This is an optimization exercise on Yosys and OpenROAD, whose aim is small area and a short achievable clock period, not a production implementation. The RTL was checked by simulation tests, not by an equivalence proof against the original design.

==> v24: inputs <==
// formula
module formula #(
    parameter int N = 32  
) (
    input logic clk,
    input logic rstn,
    input logic i_valid,
    input logic signed [N-1 : 0] a,
    input logic signed [N-1 : 0] b,
    input logic signed [N-1 : 0] c,
    input logic signed [N-1 : 0] d,
    output logic o_valid,
    output logic signed [N-1 : 0] q
);
clock: 8.0 ns
lec_check: 0
abc_clock_period_in_ps: 7000
cap_margin: 20
core_margin: 2
core_utilization: 40
setup_slack_margin: 0.2
slew_margin: 20
run.sh (not shown) runs the stock make flow with config.mk's settings and CLKGATE_MAP_FILE= SYNTH_SCRIPT=/design/flow/synth_recipe.tcl, a recipe that flattens the netlist after the stock synthesis.
==> v18: changes against v24 <==
Settings changed: SETUP_SLACK_MARGIN 0.2 to 4.5.
==> comparison table <==
| quantity | v18 | v24 |
|---|---|---|
| Register cell area after layout | 7520 um^2 | 7430 um^2 |
| Global-route met2 utilization | 38.5% | 36.8% |
| Met1 layer wirelength in the final routing | 51,100 um | 49,500 um |
| Placement Cell Area | 40,900 um^2 | 40,500 um^2 |
| Cell Count Post-Placement | 5,154 | 5,145 |
| Combined area of the multi-input logic cells | 28,400 um^2 | 27,200 um^2 |
| Worst-margin pin slew | 0.688 ns | 1.24 ns |
| Detailed-route wire length | 135,000 um | 122,000 um |
| Via Count | 30,900 | 29,500 |
| CP bufs+invs | 1 | 2 |
| Proportion of cell area occupied by multi-input gates | 63.2% | 64.7% |
| Required time at the endpoint of the critical path | 8.47 ns | 8.46 ns |
| Fill count | 8,796 | 9,145 |
| Outcome | timing/DRC/antenna clean | timing/DRC/antenna clean |

==> run a: inputs <==
formula again, from the RTL that the note above started with.
Settings: LEC_CHECK=0, ABC_CLOCK_PERIOD_IN_PS=7000, CAP_MARGIN=20, CORE_MARGIN=2, CORE_UTILIZATION=40, SETUP_SLACK_MARGIN=4.5, SLEW_MARGIN=20; clock period 8.0 ns.
standard.sh (not shown) runs the stock make flow with config.mk's settings and CLKGATE_MAP_FILE= SYNTH_SCRIPT=/design/flow/synth_recipe.tcl, a recipe that flattens the netlist after the stock synthesis.
==> flow/flow/run.sh <==
#!/bin/bash
# Own flow: the standard synthesis, then a polarity pass on the full adders
# (flow/fapol.py, which only removes or moves inverters and swaps gates for
# their complemented twins; registers are untouched), then the standard layout.
set -euo pipefail
W=$(pwd)
R=$W/orfs/results/$FLOW_PLATFORM/formula/base
bash standard.sh synth > $W/synth.log 2>&1
cp $R/1_2_yosys.v $W/1_2_yosys.std.v
FAPOL_MOVES=2000000 python3 $W/flow/fapol.py $W/1_2_yosys.std.v $W/1_2_yosys.pol.v > $W/fapol.log 2>&1
cp $W/1_2_yosys.pol.v $R/1_2_yosys.v
rm -f $R/1_synth.odb $R/1_synth.sdc
bash standard.sh finish > $W/finish.log 2>&1
Other scripts of this flow, unchanged in this note and not shown: flow/flow/fapol.py, flow/flow/twins.py
==> run b: changes against run a <==
--- a/flow/design.v
+++ b/flow/design.v
@@ -6,29 +6,29 @@
     input logic i_valid,
     input logic signed [N-1 : 0] a,
     input logic signed [N-1 : 0] b,
     input logic signed [N-1 : 0] c,
     input logic signed [N-1 : 0] d,
     output logic o_valid,
     output logic signed [N-1 : 0] q
 );
-    logic [4:1] v;
+    logic [3:1] v;
     always_ff @(posedge clk) begin
         if (!rstn) v <= '0;
-        else v <= {v[3:1], i_valid};
+        else v <= {v[2:1], i_valid};
     end
-    assign o_valid = v[4];
+    assign o_valid = v[3];
     logic [32:0] s_w, s_r;
     logic [33:0] x_w;
     logic [34:0] xe;
     logic [16:0] one_w, two_w, neg_w, one_r, two_r, neg_r;
     logic [31:0] d_r;
     assign s_w = {a[31], a} - {b[31], b};
-    assign x_w = {{2{c[31]}}, c} + {c[31], c, 1'b0} + 34'd1;
+    assign x_w = {{2{c[31]}}, c} + {c[31], c, 1'b1};
     assign xe = {x_w, 1'b0};
     for (genvar k = 0; k < 17; k++) begin : g_enc
         assign one_w[k] = xe[2*k+1] ^ xe[2*k];
         assign two_w[k] = (xe[2*k+2] & ~xe[2*k+1] & ~xe[2*k]) | (~xe[2*k+2] & xe[2*k+1] & xe[2*k]);
         assign neg_w[k] = xe[2*k+2];
     end
     always_ff @(posedge clk) begin
         s_r   <= s_w;
@@ -1189,13 +1189,12 @@
     assign sgn = t[65];
     logic [31:0] t_r;
     logic ovf_r, sgn_r;
     always_ff @(posedge clk) begin
         t_r   <= t[32:1];
         ovf_r <= ovf;
         sgn_r <= sgn;
     end
-    logic [31:0] q_w, q_r;
+    logic [31:0] q_w;
     assign q_w = ovf_r ? {sgn_r, {31{~sgn_r}}} : t_r;
-    always_ff @(posedge clk) q_r <= q_w;
-    assign q = q_r;
+    assign q = q_w;
 endmodule
==> flow/flow/run.sh (replaced) <==
#!/bin/bash
# Own flow: the standard synthesis, then a polarity pass on the full adders
# (flow/fapol.py, which only removes or moves inverters and swaps gates for
# their complemented twins; registers are untouched), then the standard layout
# with buf_2 as the port buffer and no CTS dummy loads.
set -euo pipefail
W=$(pwd)
R=$W/orfs/results/$FLOW_PLATFORM/formula/base
bash standard.sh synth > $W/synth.log 2>&1
cp $R/1_2_yosys.v $W/1_2_yosys.std.v
FAPOL_MOVES=2000000 python3 $W/flow/fapol.py $W/1_2_yosys.std.v $W/1_2_yosys.pol.v > $W/fapol.log 2>&1
cp $W/1_2_yosys.pol.v $R/1_2_yosys.v
rm -f $R/1_synth.odb $R/1_synth.sdc
bash standard.sh finish \
  "BUFFER_PORTS_ARGS=-buffer_cell sky130_fd_sc_hd__buf_2" \
  "CTS_ARGS=-sink_clustering_enable -repair_clock_nets -dont_use_dummy_load" \
  > $W/finish.log 2>&1
ABC_AREA = 1   (was unset)
==> run c: changes against run a <==
--- a/flow/design.v
+++ b/flow/design.v
@@ -6,29 +6,29 @@
     input logic i_valid,
     input logic signed [N-1 : 0] a,
     input logic signed [N-1 : 0] b,
     input logic signed [N-1 : 0] c,
     input logic signed [N-1 : 0] d,
     output logic o_valid,
     output logic signed [N-1 : 0] q
 );
-    logic [4:1] v;
+    logic [3:1] v;
     always_ff @(posedge clk) begin
         if (!rstn) v <= '0;
-        else v <= {v[3:1], i_valid};
+        else v <= {v[2:1], i_valid};
     end
-    assign o_valid = v[4];
+    assign o_valid = v[3];
     logic [32:0] s_w, s_r;
     logic [33:0] x_w;
     logic [34:0] xe;
     logic [16:0] one_w, two_w, neg_w, one_r, two_r, neg_r;
     logic [31:0] d_r;
     assign s_w = {a[31], a} - {b[31], b};
-    assign x_w = {{2{c[31]}}, c} + {c[31], c, 1'b0} + 34'd1;
+    assign x_w = {{2{c[31]}}, c} + {c[31], c, 1'b1};
     assign xe = {x_w, 1'b0};
     for (genvar k = 0; k < 17; k++) begin : g_enc
         assign one_w[k] = xe[2*k+1] ^ xe[2*k];
         assign two_w[k] = (xe[2*k+2] & ~xe[2*k+1] & ~xe[2*k]) | (~xe[2*k+2] & xe[2*k+1] & xe[2*k]);
         assign neg_w[k] = xe[2*k+2];
     end
     always_ff @(posedge clk) begin
         s_r   <= s_w;
@@ -1189,13 +1189,12 @@
     assign sgn = t[65];
     logic [31:0] t_r;
     logic ovf_r, sgn_r;
     always_ff @(posedge clk) begin
         t_r   <= t[32:1];
         ovf_r <= ovf;
         sgn_r <= sgn;
     end
-    logic [31:0] q_w, q_r;
+    logic [31:0] q_w;
     assign q_w = ovf_r ? {sgn_r, {31{~sgn_r}}} : t_r;
-    always_ff @(posedge clk) q_r <= q_w;
-    assign q = q_r;
+    assign q = q_w;
 endmodule
==> flow/flow/run.sh (replaced) <==
#!/bin/bash
# Own flow: the standard synthesis, then a polarity pass on the full adders
# (flow/fapol.py, which only removes or moves inverters and swaps gates for
# their complemented twins; registers are untouched), then the standard layout
# with buf_2 as the port buffer and no CTS dummy loads.
set -euo pipefail
W=$(pwd)
R=$W/orfs/results/$FLOW_PLATFORM/formula/base
bash standard.sh synth > $W/synth.log 2>&1
cp $R/1_2_yosys.v $W/1_2_yosys.std.v
FAPOL_MOVES=2000000 python3 $W/flow/fapol.py $W/1_2_yosys.std.v $W/1_2_yosys.pol.v > $W/fapol.log 2>&1
cp $W/1_2_yosys.pol.v $R/1_2_yosys.v
rm -f $R/1_synth.odb $R/1_synth.sdc
bash standard.sh finish \
  "BUFFER_PORTS_ARGS=-buffer_cell sky130_fd_sc_hd__buf_2" \
  "CTS_ARGS=-sink_clustering_enable -repair_clock_nets -dont_use_dummy_load" \
  > $W/finish.log 2>&1
ABC_AREA = 1   (was unset)
SETUP_SLACK_MARGIN = 4.35   (was 4.5)
==> notes.md <==
The lowest register-to-register slack belongs to run c, the highest to run b.
Run c completed without violations. Run a completed with no timing, DRC or antenna violations. Run b ran to the end with no violations.
The lowest sequential share of layout area belongs to run b, the highest to run a.
Synthesized cell count: run c is higher than run a (15%).
The lowest worst hold slack belongs to run b, the highest to run a.
The lowest global-route usage belongs to run a, the highest to run b.
Final area, highest first: run a, run b, run c.
Cell count: run a < run c < run b.
The highest core utilization belongs to run a, the lowest to run c.
Via count, lowest first: run a, run c, run b.
The highest first-iteration DRC count belongs to run a, the lowest to run b.

what the ideal ports hide:
How much do the figures lean on ideal ports? The routed layouts below were timed once more, with nothing changed but the port constraints. Step 1: set_driving_cell puts a clkbuf_16 on clk and a buf_2 on each other input, an assumption about the parent block. Step 2 moves the port delays by t, midway between the first and last clock arrival at a register: inputs arrive t later, outputs are due t later. That takes back most of the time a late clock gives input paths. a / b / c = ideal / step 1 / step 2; a / b = the first two.
| run | t, ns | setup WS [ns] | worst register clock-pin slew, ns |
|---|---|---|---|
| v24 | 0.662 | 3.526 / 3.526 / 3.077 | 0.07 / 0.07 |
| v18 | 0.664 | 4.436 / 4.436 / 3.823 | 0.07 / 0.07 |
| run a | 0.669 | 4.479 / 4.479 / 3.884 | 0.07 / 0.07 |
| run b | 0.635 | 4.521 / 4.521 / 4.269 | 0.06 / 0.06 |
| run c | 0.631 | 4.332 / 4.332 / 4.280 | 0.06 / 0.06 |
After both steps every run listed still meets setup and hold. For v18, which loses most, drivers alone change the setup slack by 0.000 ns; drivers and shift together by -0.613 ns.
